What follows belongs to an exercise in optimizing a design on an open flow for small area, a short achievable clock period and few clock cycles per item; a production flow would make more cautious choices. Function was checked by simulation only, so behaviour that the tests miss may differ from the original.

==> flow/design.v <==
`default_nettype none
module chacha20(input wire clock,
                input wire reset,  
                input wire start,
                input  wire [255:0] key,
                input  wire [63:0] index,  
                input  wire [63:0] nonce,
                output reg done,
                output wire [511:0] out);
    function automatic [31:0] LE32(input [31:0] a);
        LE32 = {a[7:0], a[15:8], a[23:16], a[31:24]};
    endfunction
function automatic [31:0] ADD(input [31:0] a, input [31:0] b);
    reg [31:0] p, g, pp, gg, c;
    begin
    p = a ^ b; g = a & b; pp = p; gg = g;
    gg[31] = gg[31] | (pp[31] & gg[30]); pp[31] = pp[31] & pp[30];
    gg[29] = gg[29] | (pp[29] & gg[28]); pp[29] = pp[29] & pp[28];
    gg[27] = gg[27] | (pp[27] & gg[26]); pp[27] = pp[27] & pp[26];
    gg[25] = gg[25] | (pp[25] & gg[24]); pp[25] = pp[25] & pp[24];
    gg[23] = gg[23] | (pp[23] & gg[22]); pp[23] = pp[23] & pp[22];
    gg[21] = gg[21] | (pp[21] & gg[20]); pp[21] = pp[21] & pp[20];
    gg[19] = gg[19] | (pp[19] & gg[18]); pp[19] = pp[19] & pp[18];
    gg[17] = gg[17] | (pp[17] & gg[16]); pp[17] = pp[17] & pp[16];
    gg[15] = gg[15] | (pp[15] & gg[14]); pp[15] = pp[15] & pp[14];
    gg[13] = gg[13] | (pp[13] & gg[12]); pp[13] = pp[13] & pp[12];
    gg[11] = gg[11] | (pp[11] & gg[10]); pp[11] = pp[11] & pp[10];
    gg[9] = gg[9] | (pp[9] & gg[8]); pp[9] = pp[9] & pp[8];
    gg[7] = gg[7] | (pp[7] & gg[6]); pp[7] = pp[7] & pp[6];
    gg[5] = gg[5] | (pp[5] & gg[4]); pp[5] = pp[5] & pp[4];
    gg[3] = gg[3] | (pp[3] & gg[2]); pp[3] = pp[3] & pp[2];
    gg[1] = gg[1] | (pp[1] & gg[0]); pp[1] = pp[1] & pp[0];
    gg[31] = gg[31] | (pp[31] & gg[29]); pp[31] = pp[31] & pp[29];
    gg[30] = gg[30] | (pp[30] & gg[29]); pp[30] = pp[30] & pp[29];
    gg[27] = gg[27] | (pp[27] & gg[25]); pp[27] = pp[27] & pp[25];
    gg[26] = gg[26] | (pp[26] & gg[25]); pp[26] = pp[26] & pp[25];
    gg[23] = gg[23] | (pp[23] & gg[21]); pp[23] = pp[23] & pp[21];
    gg[22] = gg[22] | (pp[22] & gg[21]); pp[22] = pp[22] & pp[21];
    gg[19] = gg[19] | (pp[19] & gg[17]); pp[19] = pp[19] & pp[17];
    gg[18] = gg[18] | (pp[18] & gg[17]); pp[18] = pp[18] & pp[17];
    gg[15] = gg[15] | (pp[15] & gg[13]); pp[15] = pp[15] & pp[13];
    gg[14] = gg[14] | (pp[14] & gg[13]); pp[14] = pp[14] & pp[13];
    gg[11] = gg[11] | (pp[11] & gg[9]); pp[11] = pp[11] & pp[9];
    gg[10] = gg[10] | (pp[10] & gg[9]); pp[10] = pp[10] & pp[9];
    gg[7] = gg[7] | (pp[7] & gg[5]); pp[7] = pp[7] & pp[5];
    gg[6] = gg[6] | (pp[6] & gg[5]); pp[6] = pp[6] & pp[5];
    gg[3] = gg[3] | (pp[3] & gg[1]); pp[3] = pp[3] & pp[1];
    gg[2] = gg[2] | (pp[2] & gg[1]); pp[2] = pp[2] & pp[1];
    gg[31] = gg[31] | (pp[31] & gg[27]); pp[31] = pp[31] & pp[27];
    gg[30] = gg[30] | (pp[30] & gg[27]); pp[30] = pp[30] & pp[27];
    gg[29] = gg[29] | (pp[29] & gg[27]); pp[29] = pp[29] & pp[27];
    gg[28] = gg[28] | (pp[28] & gg[27]); pp[28] = pp[28] & pp[27];
    gg[23] = gg[23] | (pp[23] & gg[19]); pp[23] = pp[23] & pp[19];
    gg[22] = gg[22] | (pp[22] & gg[19]); pp[22] = pp[22] & pp[19];
    gg[21] = gg[21] | (pp[21] & gg[19]); pp[21] = pp[21] & pp[19];
    gg[20] = gg[20] | (pp[20] & gg[19]); pp[20] = pp[20] & pp[19];
    gg[15] = gg[15] | (pp[15] & gg[11]); pp[15] = pp[15] & pp[11];
    gg[14] = gg[14] | (pp[14] & gg[11]); pp[14] = pp[14] & pp[11];
    gg[13] = gg[13] | (pp[13] & gg[11]); pp[13] = pp[13] & pp[11];
    gg[12] = gg[12] | (pp[12] & gg[11]); pp[12] = pp[12] & pp[11];
    gg[7] = gg[7] | (pp[7] & gg[3]); pp[7] = pp[7] & pp[3];
    gg[6] = gg[6] | (pp[6] & gg[3]); pp[6] = pp[6] & pp[3];
    gg[5] = gg[5] | (pp[5] & gg[3]); pp[5] = pp[5] & pp[3];
    gg[4] = gg[4] | (pp[4] & gg[3]); pp[4] = pp[4] & pp[3];
    gg[31] = gg[31] | (pp[31] & gg[23]); pp[31] = pp[31] & pp[23];
    gg[30] = gg[30] | (pp[30] & gg[23]); pp[30] = pp[30] & pp[23];
    gg[29] = gg[29] | (pp[29] & gg[23]); pp[29] = pp[29] & pp[23];
    gg[28] = gg[28] | (pp[28] & gg[23]); pp[28] = pp[28] & pp[23];
    gg[27] = gg[27] | (pp[27] & gg[23]); pp[27] = pp[27] & pp[23];
    gg[26] = gg[26] | (pp[26] & gg[23]); pp[26] = pp[26] & pp[23];
    gg[25] = gg[25] | (pp[25] & gg[23]); pp[25] = pp[25] & pp[23];
    gg[24] = gg[24] | (pp[24] & gg[23]); pp[24] = pp[24] & pp[23];
    gg[15] = gg[15] | (pp[15] & gg[7]); pp[15] = pp[15] & pp[7];
    gg[14] = gg[14] | (pp[14] & gg[7]); pp[14] = pp[14] & pp[7];
    gg[13] = gg[13] | (pp[13] & gg[7]); pp[13] = pp[13] & pp[7];
    gg[12] = gg[12] | (pp[12] & gg[7]); pp[12] = pp[12] & pp[7];
    gg[11] = gg[11] | (pp[11] & gg[7]); pp[11] = pp[11] & pp[7];
    gg[10] = gg[10] | (pp[10] & gg[7]); pp[10] = pp[10] & pp[7];
    gg[9] = gg[9] | (pp[9] & gg[7]); pp[9] = pp[9] & pp[7];
    gg[8] = gg[8] | (pp[8] & gg[7]); pp[8] = pp[8] & pp[7];
    gg[31] = gg[31] | (pp[31] & gg[15]); pp[31] = pp[31] & pp[15];
    gg[30] = gg[30] | (pp[30] & gg[15]); pp[30] = pp[30] & pp[15];
    gg[29] = gg[29] | (pp[29] & gg[15]); pp[29] = pp[29] & pp[15];
    gg[28] = gg[28] | (pp[28] & gg[15]); pp[28] = pp[28] & pp[15];
    gg[27] = gg[27] | (pp[27] & gg[15]); pp[27] = pp[27] & pp[15];
    gg[26] = gg[26] | (pp[26] & gg[15]); pp[26] = pp[26] & pp[15];
    gg[25] = gg[25] | (pp[25] & gg[15]); pp[25] = pp[25] & pp[15];
    gg[24] = gg[24] | (pp[24] & gg[15]); pp[24] = pp[24] & pp[15];
    gg[23] = gg[23] | (pp[23] & gg[15]); pp[23] = pp[23] & pp[15];
    gg[22] = gg[22] | (pp[22] & gg[15]); pp[22] = pp[22] & pp[15];
    gg[21] = gg[21] | (pp[21] & gg[15]); pp[21] = pp[21] & pp[15];
    gg[20] = gg[20] | (pp[20] & gg[15]); pp[20] = pp[20] & pp[15];
    gg[19] = gg[19] | (pp[19] & gg[15]); pp[19] = pp[19] & pp[15];
    gg[18] = gg[18] | (pp[18] & gg[15]); pp[18] = pp[18] & pp[15];
    gg[17] = gg[17] | (pp[17] & gg[15]); pp[17] = pp[17] & pp[15];
    gg[16] = gg[16] | (pp[16] & gg[15]); pp[16] = pp[16] & pp[15];
    c = {gg[30:0], 1'b0};
    ADD = p ^ c;
    end
endfunction
    localparam CONST = 128'h657870616e642033322d62797465206b;
    wire [511:0] init = {CONST, key, LE32(index[31:0]), LE32(index[63:32]), nonce};
    reg [4:0] i;  
    reg [31:0] y [0:15];  
    wire [31:0] xi [0:15];
    wire [31:0] h [0:15];
    wire ld = start;
    wire fa = i == 5'd19;
    genvar j;
    generate for (j = 0; j < 16; j = j + 1) begin: g_init
        assign xi[j] = LE32(init[511 - 32*j -: 32]);
    end endgenerate
    generate for (j = 0; j < 4; j = j + 1) begin: g_h2
        wire [31:0] a2 = ADD(y[j], y[4+j]);
        wire [31:0] t2 = y[12+j] ^ a2;
        wire [31:0] d2 = {t2[23:0], t2[31:24]};
        wire [31:0] c2 = ADD(y[8+j], d2);
        wire [31:0] t3 = y[4+j] ^ c2;
        wire [31:0] b2 = {t3[24:0], t3[31:25]};
        assign h[     (4-j)%4] = a2;
        assign h[4 +  (5-j)%4] = b2;
        assign h[8 +  (6-j)%4] = c2;
        assign h[12 + (7-j)%4] = d2;
    end endgenerate
    generate for (j = 0; j < 4; j = j + 1) begin: g_h1
        wire [31:0] ai = ld ? xi[j]    : fa ? xi[4+j] : h[j];
        wire [31:0] bi = ld ? xi[4+j]  : h[4+j];
        wire [31:0] ci = ld ? xi[8+j]  : h[8+j];
        wire [31:0] di = ld ? xi[12+j] : h[12+j];
        wire [31:0] s1 = ADD(ai, bi);
        wire [31:0] t0 = di ^ s1;
        wire [31:0] d1 = {t0[15:0], t0[31:16]};
        wire [31:0] s2 = ADD(ci, (fa ? xi[8+j] : d1));
        wire [31:0] t1 = bi ^ s2;
        wire [31:0] b1 = {t1[19:0], t1[31:20]};
        wire [31:0] fa_ = ADD(h[j], xi[j]);
        wire [31:0] fd = ADD(h[12+j], xi[12+j]);
        always @(posedge clock) begin
            y[j]    <= s1;
            y[4+j]  <= fa ? fa_ : b1;
            y[8+j]  <= s2;
            y[12+j] <= fa ? fd : d1;
        end
    end endgenerate
    always @(posedge clock) begin
        if (i != 5'd20) i <= i + 5'd1;
        if (start) i <= 5'd0;
        done <= fa;
        if (reset) begin
            i <= 5'd20;
            done <= 1'b0;
        end
    end
    generate for (j = 0; j < 4; j = j + 1) begin: g_out
        assign out[511 - 32*j      -: 32] = LE32(y[4+j]);
        assign out[511 - 32*(4+j)  -: 32] = LE32(y[j]);
        assign out[511 - 32*(8+j)  -: 32] = LE32(y[8+j]);
        assign out[511 - 32*(12+j) -: 32] = LE32(y[12+j]);
    end endgenerate
endmodule
==> flow/flow/run.sh <==
#!/bin/bash
# The standard layout, with the port buffers made from the smallest buffer cell
# and a clock tree built without dummy loads.
set -euo pipefail
export BUFFER_PORTS_ARGS="-buffer_cell sky130_fd_sc_hd__buf_1"
export CTS_ARGS="-sink_clustering_enable -repair_clock_nets -sink_clustering_size 30 -sink_clustering_max_diameter 80 -dont_use_dummy_load"
bash standard.sh > standard_flow.log 2>&1
==> flow/standard.sh <==
#!/bin/bash
# synth_recipe.tcl (not shown) runs the flow's synth.tcl, then flattens the netlist and writes it again
# the make line also repeats each setting of config.mk as NAME=value (left out here)
make -C /OpenROAD-flow-scripts/flow DESIGN_CONFIG=/design/flow/config.mk WORK_HOME=/design/flow/orfs CLKGATE_MAP_FILE= SYNTH_SCRIPT=/design/flow/synth_recipe.tcl "${@:-finish}"
==> flow/config.mk <==
export PLATFORM = sky130hd
export DESIGN_NAME = chacha20
export DESIGN_NICKNAME = chacha20
export VERILOG_FILES = /design/flow/design.v
export SDC_FILE = /design/flow/constraint.sdc
export NUM_CORES = 8
export LEC_CHECK = 0
export CAP_MARGIN = 15
export CORE_MARGIN = 2
export CORE_UTILIZATION = 35
export SETUP_SLACK_MARGIN = 2
export SLEW_MARGIN = 15
==> flow/constraint.sdc <==
create_clock -name core_clock -period 14.0 [get_ports {clock}]
set_input_delay 2.8000 -clock core_clock [delete_from_list [all_inputs] [get_ports {clock}]]
set_output_delay 2.8000 -clock core_clock [all_outputs]
set_load 0.01 [all_outputs]
==> results by group <==
Outcome
  – Outcome: no timing/DRC/antenna violations

Layout
  – Layout cells sized above 1: 0.109
  – Non-Filler Instances: 9,310
  – Layout Area Growth over Synthesis: 22.0%
  – Final Net Count: 8,482

Logic synthesis
  – Largest family of logic cells by synthesized area: adder cells
  – Synth Flop Type: dfxtp_1
  – Post-synth top area cell: dfxtp_1
  – Register bit total from synthesis: 518
  – Syn Std Cell Area: 50,700 um^2
  – EDFF count, synth: 0
  – Mux cell area share after synthesis: 0.0409
  – Syn_area_per_cell: 8.12 um^2
  – Post-synth top area share: 0.204
  – Compound-Gate Fraction of Synth Area: 0.187
  – Post-Synth Adder-Cell Area: 0.192
  – Simple-gate portion of the synthesized area: 0.154
  – Synth area leaders: dfxtp_1 (20%), ha_1 (15%), xnor2_1 (11%), xor2_1 (6.8%), nand2_1 (5.4%)
  – Synth cell count leaders: nand2_1 (731), xnor2_1 (649), ha_1 (619), nor2_1 (541), dfxtp_1 (518)
  – Synth Instances: 6,245
  – Post-Synth XOR/XNOR Area: 0.188
  – Sequential fraction of the synthesis area: 0.204
  – Post-Syn Nets: 7,351
  – Synth unique cells: 89
  – Asr flop ratio synth: 0
  – Synth Warn #: 2
  – Most frequent cell after synthesis: nand2_1

Critical path
  – R2R Path End: y[5][29]
  – Data required, critical path: 14,570 ps
  – Cell repeated most along the worst path: buf_4
  – Worst r2r src: y[0][17]
  – CP Launch Point: y[0][17]
  – Critical path's slowest cell: fa_1
  – CP startpoint kind: flop
  – WP buf/inv: 8
  – Cells on worst reg2reg path: 48
  – Worst stage delay on the critical path: 790 ps
  – Crit path DAT: 12,400 ps
  – CP top delay family: compound AO/OA/AOI/OAI gates
  – Crit-path max FO: 5
  – Setup CP Type: flop to flop
  – Flop2flop setup slack: 2170 ps
  – Element type at the critical path end: flop

Placed design
  – Post-DP HPWL: 313,000 um
  – GPL Wtd Cong: 1.11
  – Place WS: -1220 ps
  – Port-buffer cells: 899
  – Placed Cells incl. Taps: 9,143

STA
  – Tcrit/Tclk final: 0.845
  – Hold Violations, Final: 0
  – Slew @ Worst Pin: 1430 ps
  – RSZ-0062 raised after global routing: true
  – Highest clock rate: 0.0845 GHz
  – Setup_tns: 0 ps
  – Worst setup margin: 2170 ps
  – Hold Slack: 607 ps
  – Final setup viols: 0
  – Crit path time final: 11,830 ps
  – Max-slew violations: 0
  – Max_slew headroom: 0.0484
  – Clk_skew: 89.6 ps

Floorplan
  – Die ar.: 148,000 um^2
  – Initial Utilization: 0.353
  – Num rows: 139
  – Core area: 144,000 um^2
  – Boundary Pins: 900
  – Horiz. Die Dim: 385 um
  – Overall die height: 385 um

Global route
  – First-pass GRT wire length: 460,000 um
  – Initial antenna violation count: 75
  – GRT overflow: 0
  – Vias in the first global route: 51.2k
  – GRT Util Overall: 0.466
  – Largest net degree at the start of global routing: 177

Routing
  – Met2 wire len: 146,000 um
  – Wl on met1: 135,000 um
  – Routed wire length: 360,000 um
  – Drt wl/cell: 38.7 um
  – Drt pass-1 iters: 6
  – DRC viols: 0
  – Top sig layer: met5
  – Initial DRC count: 7,921
  – Vias: 56.2k
  – DR vias/cell: 6.04
  – Antenna Nets Post-Route: 0
  – Metal3 WL: 40,000 um

Clock tree
  – Worst-case clock buffer depth: 3
  – Worst-path clk slew: 90 ps
  – Cts hold-fix bufs: 0
  – Clock sinks: 518
  – H-Tree Depth: 2
  – TritonCTS clock tree: yes
  – Clk Latency, worst-skew pair: 730 ps
  – Clk root buf: clkbuf_16
  – CTS buffer count: 53

Min path
  – Worst hold-check path type: flop to flop
  – Hold_sp: i[0]
  – Worst min-delay path endpoint: i[0]
  – Worst hold path depth: 2

Run
  – MaxCap Viol Count: 0
## routing by layer
layer	GRT usage	up-vias
met2	0.671	4072
met5	0	-
met1	0.578	27200
li1	-	23900
met3	0.113	1052
met4	0.409	18
## worst max path at each step
stage | end | depth (start not counted)
2_1_floorplan | y[4][10] | 54
3_3_place_gp | y[7][11] | 51
3_5_place_dp | y[7][11] | 51
4_1_cts | y[7][11] | 53
5_1_grt | y[7][11] | 55
6_report | y[5][29] | 48
## cell type report
class	count	area (um^2)
Tap cell	1903	2380
Inverter	274	1040
Multi-Input combinational cell	5271	40500
Clock buffer	53	1330
Fill cell	15000	81700
Antenna cell	33	82.6
Timing Repair Buffer	1258	6180
Sequential cell	518	10400
## per-stage QoR
| step | cell area (um^2) | utilization |
|---|---|---|
| 2_1_floorplan | 50700 | - |
| 3_3_place_gp | 58100 | 0.404 |
| 3_5_place_dp | 58100 | 0.404 |
| 4_1_cts | 60500 | 0.421 |
| 5_1_grt | 61900 | 0.431 |
| 6_report | 61900 | 0.431 |
## layout by cell type (no fill, tap or decap), types with 43 or more instances in the layout
cell type / instances
xnor2_1: 592
nand2b_1: 48
xnor2_2: 54
fa_1: 91
xor2_1: 359
a21o_1: 207
nand3_1: 90
o21ai_1: 43
ha_1: 611
mux2_2: 58
nor3_1: 86
mux2i_1: 137
nand2_1: 731
nor2b_1: 57
buf_1: 898
o211ai_1: 48
nor2_1: 526
clkbuf_16: 53
dfxtp_1: 508
o21ai_0: 367
o21a_1: 97
inv_1: 270
a21oi_1: 418
buf_4: 349
## kinds of logic (layout without fill, tap and decap cells)
family / after synthesis / after routing
flops: 518 / 518
compound gates: 1516 / 1516
xor+xnor: 1060 / 1060
mux: 200 / 200
fa+ha+maj: 719 / 719
simple gates: 1776 / 1776
other cells: 0 / 33
buf+inv: 456 / 1585
## state kept, by name, indices dropped and copies added (netlist names)
name  cells
done      1
y       512
i         5
## repair_timing
action,CTS,global route
resized for setup,165,181
pin swaps,29,99
setup buffers,31,50
setup endpoints to repair,195,151
## worst reg2reg max path, delay by kind of cell (launching register included)
kind | cells | cell delay (ps)
AOI/OAI and AO/OA | 16 | 3840
adders and majority gates | 8 | 3580
xor gates and xnor gates | 6 | 1640
buffers and inverters | 8 | 1130
and+or+nand+nor | 9 | 1040
DFF | 1 | 350
muxes | 1 | 110
Testbench counts, summed over its fixed seeds: cycles 5,376, blocks 256.

## static timing again, ports no longer ideal
No port has a modelled driver above. Below, the same layout with a new extraction and two added sets of constraints. Step 1 (the two cells are an assumption about what drives the block):
set clk [get_ports {clock}]
set_driving_cell -lib_cell sky130_fd_sc_hd__clkbuf_16 $clk
set_driving_cell -lib_cell sky130_fd_sc_hd__buf_2 [delete_from_list [all_inputs] $clk]
Step 2 adds t to the input delays and takes it off the output delays; t is the mean of the earliest and latest rising clock arrival at the registers after step 1. Input paths then give back, and output paths get back, about the clock's delay inside the block. Three values: ideal ports, drivers, drivers and shift; two values: the first two.
shift t [ns]: 0.779
slack for setup (ns): 2.170 / 2.170 / 2.170
worst hold slack (ns): 0.607 / 0.607 / 0.607
worst setup path after step 2: register to register
After both steps setup and hold are still met in this run. The setup slack of this run moves by 0.000 ns with the drivers and by 0.000 ns with both steps.
